This is an optimization exercise on Yosys and OpenROAD, whose aim is small area, not a production implementation.
The RTL was checked by simulation tests, not by an equivalence proof against the original design.
Power and IR drop assume default switching activity.

Design top, start of the top module:
module top(CLK, RST, SCK, MOSI, MISO, SSEL,PIN_14,PIN_15,PIN_16,PIN_17,PIN_18,LED,PIN_13,PIN_12,PIN_20,PIN_10,PIN_8,PIN_9,PIN_7);
Size: roughly 510 cells after synthesis.
Settings: LEC_CHECK=0, CAP_MARGIN=20, CORE_MARGIN=2, CORE_UTILIZATION=40, SLEW_MARGIN=20; clock period 10.0 ns.
standard.sh (not shown) runs the stock make flow with config.mk's settings and CLKGATE_MAP_FILE= SYNTH_SCRIPT=/design/flow/synth_recipe.tcl, a recipe that flattens the netlist after the stock synthesis.
==> flow/flow/run.sh <==
#!/bin/bash
# Layout flow: the standard synthesis, then an area-oriented re-mapping of the
# combinational logic only (every register instance is kept as synthesis made it),
# then the standard layout steps on the re-mapped netlist.
set -euo pipefail
WORK=$(pwd)
R=$WORK/orfs/results/${FLOW_PLATFORM}/top/base
LIB=$FLOW_HOME/platforms/${FLOW_PLATFORM}/lib/sky130_fd_sc_hd__tt_025C_1v80.lib
YOSYS=$FLOW_HOME/../tools/install/yosys/bin/yosys
[[ -x $YOSYS ]] || YOSYS=yosys

# 1. standard synthesis
bash standard.sh synth > $WORK/flow_1_synth.log 2>&1

# 2. re-map the combinational logic for area.  Round 1 runs short ABC runs
#    from the standard netlist with sixteen seeds; each later round runs four
#    longer ones from the best netlist so far.  The smallest result is kept.
cp $R/1_2_yosys.v $WORK/1_2_yosys.std.v
cur=$WORK/1_2_yosys.std.v
curarea=""
remap_wave() { # round, seconds, seeds...
  local r=$1 t=$2; shift 2
  local src=$cur
  for s in "$@"; do
    sed -e "s/@SEED@/$((r * 20 + s))/" -e "s/@T@/$t/" $WORK/flow/area.abc > $WORK/area_${r}_$s.abc
    LIB=$LIB IN=$src OUT=$WORK/remap_${r}_$s.v ABCSCRIPT=$WORK/area_${r}_$s.abc \
      $YOSYS -c $WORK/flow/remap.tcl > $WORK/flow_2_remap_${r}_$s.log 2>&1 &
  done
  wait
  for s in "$@"; do
    [[ -f $WORK/remap_${r}_$s.v.stat ]] || continue
    if LIB=$LIB OUT=$WORK/remap_${r}_$s.v $YOSYS -c $WORK/flow/check.tcl > $WORK/flow_2_check_${r}_$s.log 2>&1; then
      a=$(awk '/Chip area/ {print $NF}' $WORK/remap_${r}_$s.v.stat)
      echo "round $r seed $s area $a" >> $WORK/flow_2_remap_pick.log
      if [[ -z $curarea ]] || awk -v a=$a -v b=$curarea 'BEGIN{exit !(a<b)}'; then
        best=$WORK/remap_${r}_$s.v; curarea=$a
      fi
    fi
  done
}
best=""
remap_wave 1 20 1 2 3 4
remap_wave 1 20 5 6 7 8
remap_wave 1 20 9 10 11 12
remap_wave 1 20 13 14 15 16
echo "after round 1: $best area $curarea" >> $WORK/flow_2_remap_pick.log
for r in 2 3 4; do
  cur=$best
  remap_wave $r 60 1 2 3 4
  echo "after round $r: $best area $curarea" >> $WORK/flow_2_remap_pick.log
done
[[ -n $curarea ]]
cp $best $R/1_2_yosys.v
rm -f $R/1_synth.odb $R/1_synth.sdc

# 3. standard layout from the re-mapped netlist, with a lighter clock tree and
#    small port buffers
CTS="-sink_clustering_enable -repair_clock_nets -dont_use_dummy_load -buf_list sky130_fd_sc_hd__clkbuf_8"
bash standard.sh finish "CTS_ARGS=$CTS" "BUFFER_PORTS_ARGS=-buffer_cell sky130_fd_sc_hd__buf_1" > $WORK/flow_3_layout.log 2>&1
==> flow/flow/area.abc <==
strash
&get -n
&deepsyn -T @T@ -S @SEED@
&put
dch -f
amap
topo
Other scripts of this flow, unchanged in this note and not shown: flow/flow/check.tcl, flow/flow/remap.tcl
The first run completed without violations.
Then changed:
==> flow/flow/run.sh (replaced) <==
#!/bin/bash
# Layout flow: the standard synthesis, then an area-oriented re-mapping of the
# combinational logic only (every register instance is kept as synthesis made it),
# then the standard layout steps on the re-mapped netlist.
set -euo pipefail
WORK=$(pwd)
R=$WORK/orfs/results/${FLOW_PLATFORM}/top/base
LIB=$FLOW_HOME/platforms/${FLOW_PLATFORM}/lib/sky130_fd_sc_hd__tt_025C_1v80.lib
YOSYS=$FLOW_HOME/../tools/install/yosys/bin/yosys
[[ -x $YOSYS ]] || YOSYS=yosys

# 1. standard synthesis
bash standard.sh synth > $WORK/flow_1_synth.log 2>&1

# 2. re-map the combinational logic for area.  Each round runs ABC with four
#    seeds from the best netlist so far and keeps the smallest result.
cp $R/1_2_yosys.v $WORK/1_2_yosys.std.v
SEEDS="1 2 3 4"
ROUNDS="1 2 3 4 5 6"
cur=$WORK/1_2_yosys.std.v
curarea=""
for r in $ROUNDS; do
  for s in $SEEDS; do
    sed "s/@SEED@/$((r * 10 + s))/" $WORK/flow/area.abc > $WORK/area_${r}_$s.abc
    LIB=$LIB IN=$cur OUT=$WORK/remap_${r}_$s.v ABCSCRIPT=$WORK/area_${r}_$s.abc \
      $YOSYS -c $WORK/flow/remap.tcl > $WORK/flow_2_remap_${r}_$s.log 2>&1 &
  done
  wait
  for s in $SEEDS; do
    [[ -f $WORK/remap_${r}_$s.v.stat ]] || continue
    if LIB=$LIB OUT=$WORK/remap_${r}_$s.v $YOSYS -c $WORK/flow/check.tcl > $WORK/flow_2_check_${r}_$s.log 2>&1; then
      a=$(awk '/Chip area/ {print $NF}' $WORK/remap_${r}_$s.v.stat)
      echo "round $r seed $s area $a" >> $WORK/flow_2_remap_pick.log
      if [[ -z $curarea ]] || awk -v a=$a -v b=$curarea 'BEGIN{exit !(a<b)}'; then
        cur=$WORK/remap_${r}_$s.v; curarea=$a
      fi
    fi
  done
  echo "after round $r: $cur area $curarea" >> $WORK/flow_2_remap_pick.log
done
[[ -n $curarea ]]
cp $cur $R/1_2_yosys.v
rm -f $R/1_synth.odb $R/1_synth.sdc

# 3. standard layout from the re-mapped netlist, with a lighter clock tree and
#    small port buffers
CTS="-sink_clustering_enable -repair_clock_nets -dont_use_dummy_load -buf_list sky130_fd_sc_hd__clkbuf_8"
bash standard.sh finish "CTS_ARGS=$CTS" "BUFFER_PORTS_ARGS=-buffer_cell sky130_fd_sc_hd__buf_1" > $WORK/flow_3_layout.log 2>&1
==> flow/flow/area.abc (replaced) <==
strash
&get -n
&deepsyn -T 60 -S @SEED@
&put
dch -f
amap
topo
After rerunning: Cell area stays flat; total power goes down slightly; combinational power goes down by roughly a tenth; core utilization hardly moves; sequential share of layout area barely changes; non-clock buffer count shrinks by 1; fmax barely changes; via count went down slightly.

========
The RTL this note starts from:
==> flow/design.v <==
module top(CLK, RST, SCK, MOSI, MISO, SSEL,PIN_14,PIN_15,PIN_16,PIN_17,PIN_18,LED,PIN_13,PIN_12,PIN_20,PIN_10,PIN_8,PIN_9,PIN_7);
input CLK,PIN_8;
input RST;
output LED;
output PIN_10,PIN_20,PIN_12,PIN_13,PIN_14,PIN_15,PIN_16,PIN_17,PIN_18,PIN_9,PIN_7;
input SCK, SSEL, MOSI;
output MISO;
assign PIN_10 = 1'b0;
assign PIN_14 = 1'b0;
assign PIN_15 = 1'b0;
assign PIN_16 = 1'b0;
assign PIN_17 = 1'b0;
reg [11:0] tc;
always @(posedge CLK) if (RST) tc <= 0; else tc <= tc + 1'b1;
wire tick = &tc[4:0];
assign LED = tc[4];
assign PIN_18 = tc[4];
assign PIN_7 = ~(tc[5] ^ tc[6]);
assign PIN_9 = |tc[11:6];
reg k6, k7, kpend;
wire kwr = tick & (tc[6:5] == 2'b01);
wire kupd = tick & (tc[6:5] == 2'b10) & (tc[11:8] == 4'd3);
always @(posedge CLK) begin
  if (RST) begin
    k6 <= 1'b0;
    k7 <= 1'b0;
  end else if (kupd) begin
    if (tc[7]) k7 <= kpend;
    else k6 <= kpend;
  end
end
always @(posedge CLK) if (kwr) kpend <= PIN_8;
reg [7:0] conn;
wire qapply = (tc[4:0] == 5'd1) & (tc[6:5] == 2'b10) & (tc[11:7] == 5'd6);
always @(posedge CLK) begin
  if (RST) conn <= 8'd25;
  else if (qapply & ~k7 & (k6 ^ kpend)) conn <= k6 ? conn + 1'b1 : conn - 1'b1;
end
reg [5:0] e;
reg cp;
reg F;
wire R = F | (e >= 6'd11);
reg [4:0] V, B0, B1;
wire [2:0] ind = e[2:0] - 3'd3;
wire cend = tick & (tc[10:5] == e) & ~cp & (tc[11] | R | (e != 6'd3));
wire [4:0] connsat = (conn[7:5] != 0) ? 5'd31 : conn[4:0];
always @(posedge CLK) begin
  if (RST) begin
    e <= 6'd3;
    cp <= 1'b0;
  end else begin
    if (tick) cp <= cend;
    if (cend) begin
      e <= e + 1'b1;
    end
  end
end
always @(posedge CLK) begin
  if (RST) V <= 5'd25;
  else if (cend) V <= connsat;
  if (cend & (ind == 3'd0)) B0 <= V;
  if (cend & (ind == 3'd1)) B1 <= V;
end
reg [5:0] q;
reg [4:0] gcount;
reg gsdo;
wire [1:0] ph = {tc[6] ^ gcount[0], tc[5]};
wire qlast = q[5] & q[4];
wire latch1 = qlast & (ph == 2'd0);
always @(posedge CLK) begin
  if (RST) begin
    q <= 6'd0;
    gcount <= 5'd0;
    F <= 1'b0;
  end else if (tick) begin
    if (ph == 2'd3) q <= qlast ? 6'd0 : q + 1'b1;
    if (latch1) begin
      if (gcount == 5'd17) begin
        gcount <= 5'd0;
        F <= 1'b1;
      end else gcount <= gcount + 1'b1;
    end
  end
end
wire first_word = (gcount == 5'd0) & ~F;
assign PIN_12 = (ph[1] ~^ ph[0]) & ~(first_word & (q == 6'd0) & (ph == 2'd0));
assign PIN_13 = ~latch1 & ~first_word;
assign PIN_20 = gsdo;
wire [2:0] bi = q[2:0];
wire [2:0] by = q[5:3];
wire [2:0] grp = {gcount[2], by[1:0] ^ 2'b01};
wire [4:0] nidx = {~bi, gcount[1:0]};
reg [4:0] gv;
always @(*) begin
  case (grp)
    3'd0: gv = B0;
    3'd1: gv = B1;
    3'd2: gv = 5'd31;
    3'd3: gv = 5'd2;
    3'd4: gv = 5'd0;
    3'd5: gv = 5'd0;
    3'd6: gv = 5'd1;
    default: gv = 5'd22;
  endcase
end
wire gvalid = R | (ind > grp);
wire barbit = gvalid & (nidx <= gv);
reg [0:47] cw;
always @(*) begin
  case (gcount)
    5'd8:  cw = {8'b00000000, 8'b00000000, 8'b01010010, 8'b01010010, 8'b00011111, 8'b00000000};
    5'd9:  cw = {8'b00000100, 8'b00000000, "4", "4", 7'b0011000, k7, 7'b0011000, k7};
    5'd10: cw = {8'b00000000, 8'b00000000, "8", "7", "6", "5"};
    5'd11: cw = {8'b00000101, 8'b00000000, "#", "#", 7'b0011000, k6, 7'b0011000, k6};
    5'd12: cw = {8'b00000001, 8'b00000000, "p", "{", "A", "n"};
    5'd13: cw = {8'b00000110, 8'b00000000, "$", "f", "B", 7'b0011000, k6};
    5'd14: cw = {8'b00000010, 8'b00000000, "i", "*", "@", "e"};
    5'd15: cw = {8'b00000111, 8'b00000000, "%", "f", "A", 7'b0011000, k7};
    5'd16: cw = {8'b00000011, 8'b00000000, "P", "^", "c", "S"};
    default: cw = {8'b00001000, 8'b00000000, "P", "^", "c", "S"};
  endcase
end
reg wbit;
always @(*) begin
  if (gcount[4] | gcount[3]) wbit = cw[q];
  else if (by == 3'd0) wbit = (bi == 3'd4);
  else if (by == 3'd1) wbit = F & (bi == ~gcount[2:0]);
  else wbit = barbit;
end
always @(posedge CLK) begin
  if (RST) gsdo <= 1'b0;
  else if (tick & (ph == 2'd1) & ~qlast) gsdo <= wbit;
end
reg sck_q, ssel_q;
always @(posedge CLK) begin
  if (RST) begin
    sck_q <= 1'b0;
    ssel_q <= 1'b0;
  end else begin
    sck_q <= SCK;
    ssel_q <= SSEL;
  end
end
wire SCK_risingedge  = ~sck_q & SCK;
wire SCK_fallingedge = sck_q & ~SCK;
wire SSEL_active = ~SSEL;
wire SSEL_startmessage = ssel_q & ~SSEL;
wire MOSI_data = MOSI;
reg [2:0] bitcnt0;
reg [1:0] cnt0;
reg [1:0] cnt1;
reg byte_received;
reg [7:0] byte_data_received;
reg [7:0] reg_data_rec0;
reg [7:0] byte_data_sent;
reg miso1, miso2;
always @(posedge CLK) begin
  if (RST) begin
    bitcnt0 <= 3'b000;
    cnt0 <= 2'b00;
    byte_data_received <= 8'h00;
    byte_received <= 1'b0;
    reg_data_rec0 <= 8'h00;
  end else begin
    if (~SSEL_active) begin
      bitcnt0 <= 3'b000;
      cnt0 <= 2'b00;
    end else if (SCK_risingedge) begin
      bitcnt0 <= bitcnt0 + 3'b001;
      byte_data_received <= {byte_data_received[6:0], MOSI_data};
    end
    byte_received <= SSEL_active && SCK_risingedge && (bitcnt0 == 3'b111);
    if (byte_received) begin
      cnt0 <= cnt0 + 2'b01;
      if (cnt0 == 2'b00) reg_data_rec0 <= byte_data_received;
    end
  end
end
always @(posedge CLK) begin
  if (RST) begin
    byte_data_sent <= 8'h00;
    cnt1 <= 2'b00;
  end else if (SSEL_active) begin
    if (SSEL_startmessage) begin
      byte_data_sent <= 8'hce;
      cnt1 <= 2'b00;
    end else if (SCK_fallingedge) begin
      if (bitcnt0 == 3'b000) begin
        cnt1 <= cnt1 + 2'b01;
        if (cnt1 == 2'b00) byte_data_sent <= 8'haa;
        if (cnt1 == 2'b01) byte_data_sent <= reg_data_rec0;
        if (cnt1 == 2'b10) byte_data_sent <= conn;
      end else byte_data_sent <= {byte_data_sent[6:0], 1'b0};
    end
  end
end
always @(posedge CLK) begin
  if (RST) begin
    miso1 <= 1'b0;
    miso2 <= 1'b0;
  end else begin
    miso1 <= byte_data_sent[7];
    miso2 <= miso1;
  end
end
assign MISO = miso2;
endmodule
clock: 10.0 ns
lec_check: 0
cap_margin: 20
core_margin: 2
core_utilization: 40
slew_margin: 20
==> flow/flow/run.sh <==
#!/bin/bash
# Layout flow: the standard synthesis, then an area-oriented re-mapping of the
# combinational logic only (every register instance is kept as synthesis made it),
# then the standard layout steps on the re-mapped netlist.
set -euo pipefail
WORK=$(pwd)
R=$WORK/orfs/results/${FLOW_PLATFORM}/top/base
LIB=$FLOW_HOME/platforms/${FLOW_PLATFORM}/lib/sky130_fd_sc_hd__tt_025C_1v80.lib
YOSYS=$FLOW_HOME/../tools/install/yosys/bin/yosys
[[ -x $YOSYS ]] || YOSYS=yosys

# 1. standard synthesis
bash standard.sh synth > $WORK/flow_1_synth.log 2>&1

# 2. re-map the combinational logic for area: ABC runs with different seeds,
#    each fed back into the next round, keeping the smallest result
cp $R/1_2_yosys.v $WORK/1_2_yosys.std.v
SEEDS="1 2 3 4"
ROUNDS="1 2 3 4"
for s in $SEEDS; do
  (
    in=$WORK/1_2_yosys.std.v
    for r in $ROUNDS; do
      sed "s/@SEED@/$((s * 10 + r))/" $WORK/flow/area.abc > $WORK/area_${s}_$r.abc
      LIB=$LIB IN=$in OUT=$WORK/remap_${s}_$r.v ABCSCRIPT=$WORK/area_${s}_$r.abc \
        $YOSYS -c $WORK/flow/remap.tcl > $WORK/flow_2_remap_${s}_$r.log 2>&1 || break
      in=$WORK/remap_${s}_$r.v
    done
  ) &
done
wait
best=""
bestarea=""
for s in $SEEDS; do
  for r in $ROUNDS; do
    [[ -f $WORK/remap_${s}_$r.v.stat ]] || continue
    if LIB=$LIB OUT=$WORK/remap_${s}_$r.v $YOSYS -c $WORK/flow/check.tcl > $WORK/flow_2_check_${s}_$r.log 2>&1; then
      a=$(awk '/Chip area/ {print $NF}' $WORK/remap_${s}_$r.v.stat)
      echo "seed $s round $r area $a" >> $WORK/flow_2_remap_pick.log
      if [[ -z $best ]] || awk -v a=$a -v b=$bestarea 'BEGIN{exit !(a<b)}'; then best=${s}_$r; bestarea=$a; fi
    fi
  done
done
echo "picked $best area $bestarea" >> $WORK/flow_2_remap_pick.log
[[ -n $best ]]
cp $WORK/remap_$best.v $R/1_2_yosys.v
rm -f $R/1_synth.odb $R/1_synth.sdc

# 3. standard layout from the re-mapped netlist, with a lighter clock tree and
#    small port buffers
CTS="-sink_clustering_enable -repair_clock_nets -dont_use_dummy_load -buf_list sky130_fd_sc_hd__clkbuf_8"
bash standard.sh finish "CTS_ARGS=$CTS" "BUFFER_PORTS_ARGS=-buffer_cell sky130_fd_sc_hd__buf_1" > $WORK/flow_3_layout.log 2>&1
==> flow/flow/check.tcl <==
# Sanity check of the re-mapped netlist, read back with the cells as black boxes.
yosys read_liberty -lib $::env(LIB)
yosys read_verilog $::env(OUT)
yosys hierarchy -check -top top
yosys check -assert -mapped
==> flow/flow/remap.tcl <==
# Re-map the combinational logic of a mapped netlist; registers stay as they are.
yosys read_liberty -ignore_miss_func $::env(LIB)
yosys read_verilog $::env(IN)
yosys hierarchy -top top
# sequential cells stay black boxes, so their instances and names are untouched
yosys blackbox sky130_fd_sc_hd__df* sky130_fd_sc_hd__edf* sky130_fd_sc_hd__sdf* sky130_fd_sc_hd__sedf* sky130_fd_sc_hd__dlx* sky130_fd_sc_hd__dlr* sky130_fd_sc_hd__dlclkp* sky130_fd_sc_hd__sdlclkp* sky130_fd_sc_hd__lpflow_inputisolatch*
yosys flatten
yosys opt_clean
yosys tee -o $::env(OUT).before.stat stat -liberty $::env(LIB)
yosys abc -liberty $::env(LIB) -dont_use sky130_fd_sc_hd__lpflow_* -dont_use sky130_fd_sc_hd__probe* -script $::env(ABCSCRIPT)
yosys opt_clean -purge
yosys hilomap -singleton -hicell sky130_fd_sc_hd__conb_1 HI -locell sky130_fd_sc_hd__conb_1 LO
yosys splitnets
yosys opt_clean -purge
yosys insbuf -buf sky130_fd_sc_hd__buf_4 A X
yosys tee -o $::env(OUT).stat stat -liberty $::env(LIB)
yosys write_verilog -noattr -nohex -nodec $::env(OUT)
Other scripts of this flow, unchanged in this note and not shown: flow/flow/area.abc
The starting point produced a clean layout.
Edit:
==> flow/flow/run.sh (replaced) <==
#!/bin/bash
# Layout flow: the standard synthesis, then an area-oriented re-mapping of the
# combinational logic only (every register instance is kept as synthesis made it),
# then the standard layout steps on the re-mapped netlist.
set -euo pipefail
WORK=$(pwd)
R=$WORK/orfs/results/${FLOW_PLATFORM}/top/base
LIB=$FLOW_HOME/platforms/${FLOW_PLATFORM}/lib/sky130_fd_sc_hd__tt_025C_1v80.lib
YOSYS=$FLOW_HOME/../tools/install/yosys/bin/yosys
[[ -x $YOSYS ]] || YOSYS=yosys

# 1. standard synthesis
bash standard.sh synth > $WORK/flow_1_synth.log 2>&1

# 2. re-map the combinational logic for area.  Each round runs ABC with four
#    seeds from the best netlist so far and keeps the smallest result.
cp $R/1_2_yosys.v $WORK/1_2_yosys.std.v
SEEDS="1 2 3 4"
ROUNDS="1 2 3 4 5 6"
cur=$WORK/1_2_yosys.std.v
curarea=""
for r in $ROUNDS; do
  for s in $SEEDS; do
    sed "s/@SEED@/$((r * 10 + s))/" $WORK/flow/area.abc > $WORK/area_${r}_$s.abc
    LIB=$LIB IN=$cur OUT=$WORK/remap_${r}_$s.v ABCSCRIPT=$WORK/area_${r}_$s.abc \
      $YOSYS -c $WORK/flow/remap.tcl > $WORK/flow_2_remap_${r}_$s.log 2>&1 &
  done
  wait
  for s in $SEEDS; do
    [[ -f $WORK/remap_${r}_$s.v.stat ]] || continue
    if LIB=$LIB OUT=$WORK/remap_${r}_$s.v $YOSYS -c $WORK/flow/check.tcl > $WORK/flow_2_check_${r}_$s.log 2>&1; then
      a=$(awk '/Chip area/ {print $NF}' $WORK/remap_${r}_$s.v.stat)
      echo "round $r seed $s area $a" >> $WORK/flow_2_remap_pick.log
      if [[ -z $curarea ]] || awk -v a=$a -v b=$curarea 'BEGIN{exit !(a<b)}'; then
        cur=$WORK/remap_${r}_$s.v; curarea=$a
      fi
    fi
  done
  echo "after round $r: $cur area $curarea" >> $WORK/flow_2_remap_pick.log
done
[[ -n $curarea ]]
cp $cur $R/1_2_yosys.v
rm -f $R/1_synth.odb $R/1_synth.sdc

# 3. standard layout from the re-mapped netlist, with a lighter clock tree and
#    small port buffers
CTS="-sink_clustering_enable -repair_clock_nets -dont_use_dummy_load -buf_list sky130_fd_sc_hd__clkbuf_8"
bash standard.sh finish "CTS_ARGS=$CTS" "BUFFER_PORTS_ARGS=-buffer_cell sky130_fd_sc_hd__buf_1" > $WORK/flow_3_layout.log 2>&1
The new run finished with timing, DRC and antenna clean.
Synthesized cell count rises slightly.
Power rises slightly.
Wire length rises by a few percent.
Critical path depth does not change.
Final area rises slightly.
Utilization rises by 0.23 points.
Hold slack gets worse by 0.012 ns.
Worst setup slack gets worse by 0.16 ns.
Clock skew barely changes.

-- what the ideal ports hide --
How much do the figures lean on ideal ports? The routed layouts below were timed once more, with nothing changed but the port constraints. Step 1: set_driving_cell puts a clkbuf_16 on CLK and a buf_2 on each other input, an assumption about the parent block. Step 2 moves the port delays by t, midway between the first and last clock arrival at a register: inputs arrive t later, outputs are due t later. That takes back most of the time a late clock gives input paths. Slacks: no drivers / after step 1 / after step 2; pairs: no drivers / after step 1.
run	shift t [ns]	slack for setup (ns)	worst setup path at the end	cell pins on the clock port's net
the first run of note 1	0.383	5.420 / 5.387 / 5.770	register to output	1
the second run of note 1	0.377	5.409 / 5.374 / 5.751	register to output	1
the first run of note 2	0.382	5.987 / 5.956 / 5.683	input to register	1
the second run of note 2	0.389	5.823 / 5.788 / 5.721	input to register	1
After both steps every run listed still meets setup and hold. For the first run of note 2, which loses most, drivers alone change the setup slack by -0.031 ns; drivers and shift together by -0.304 ns.
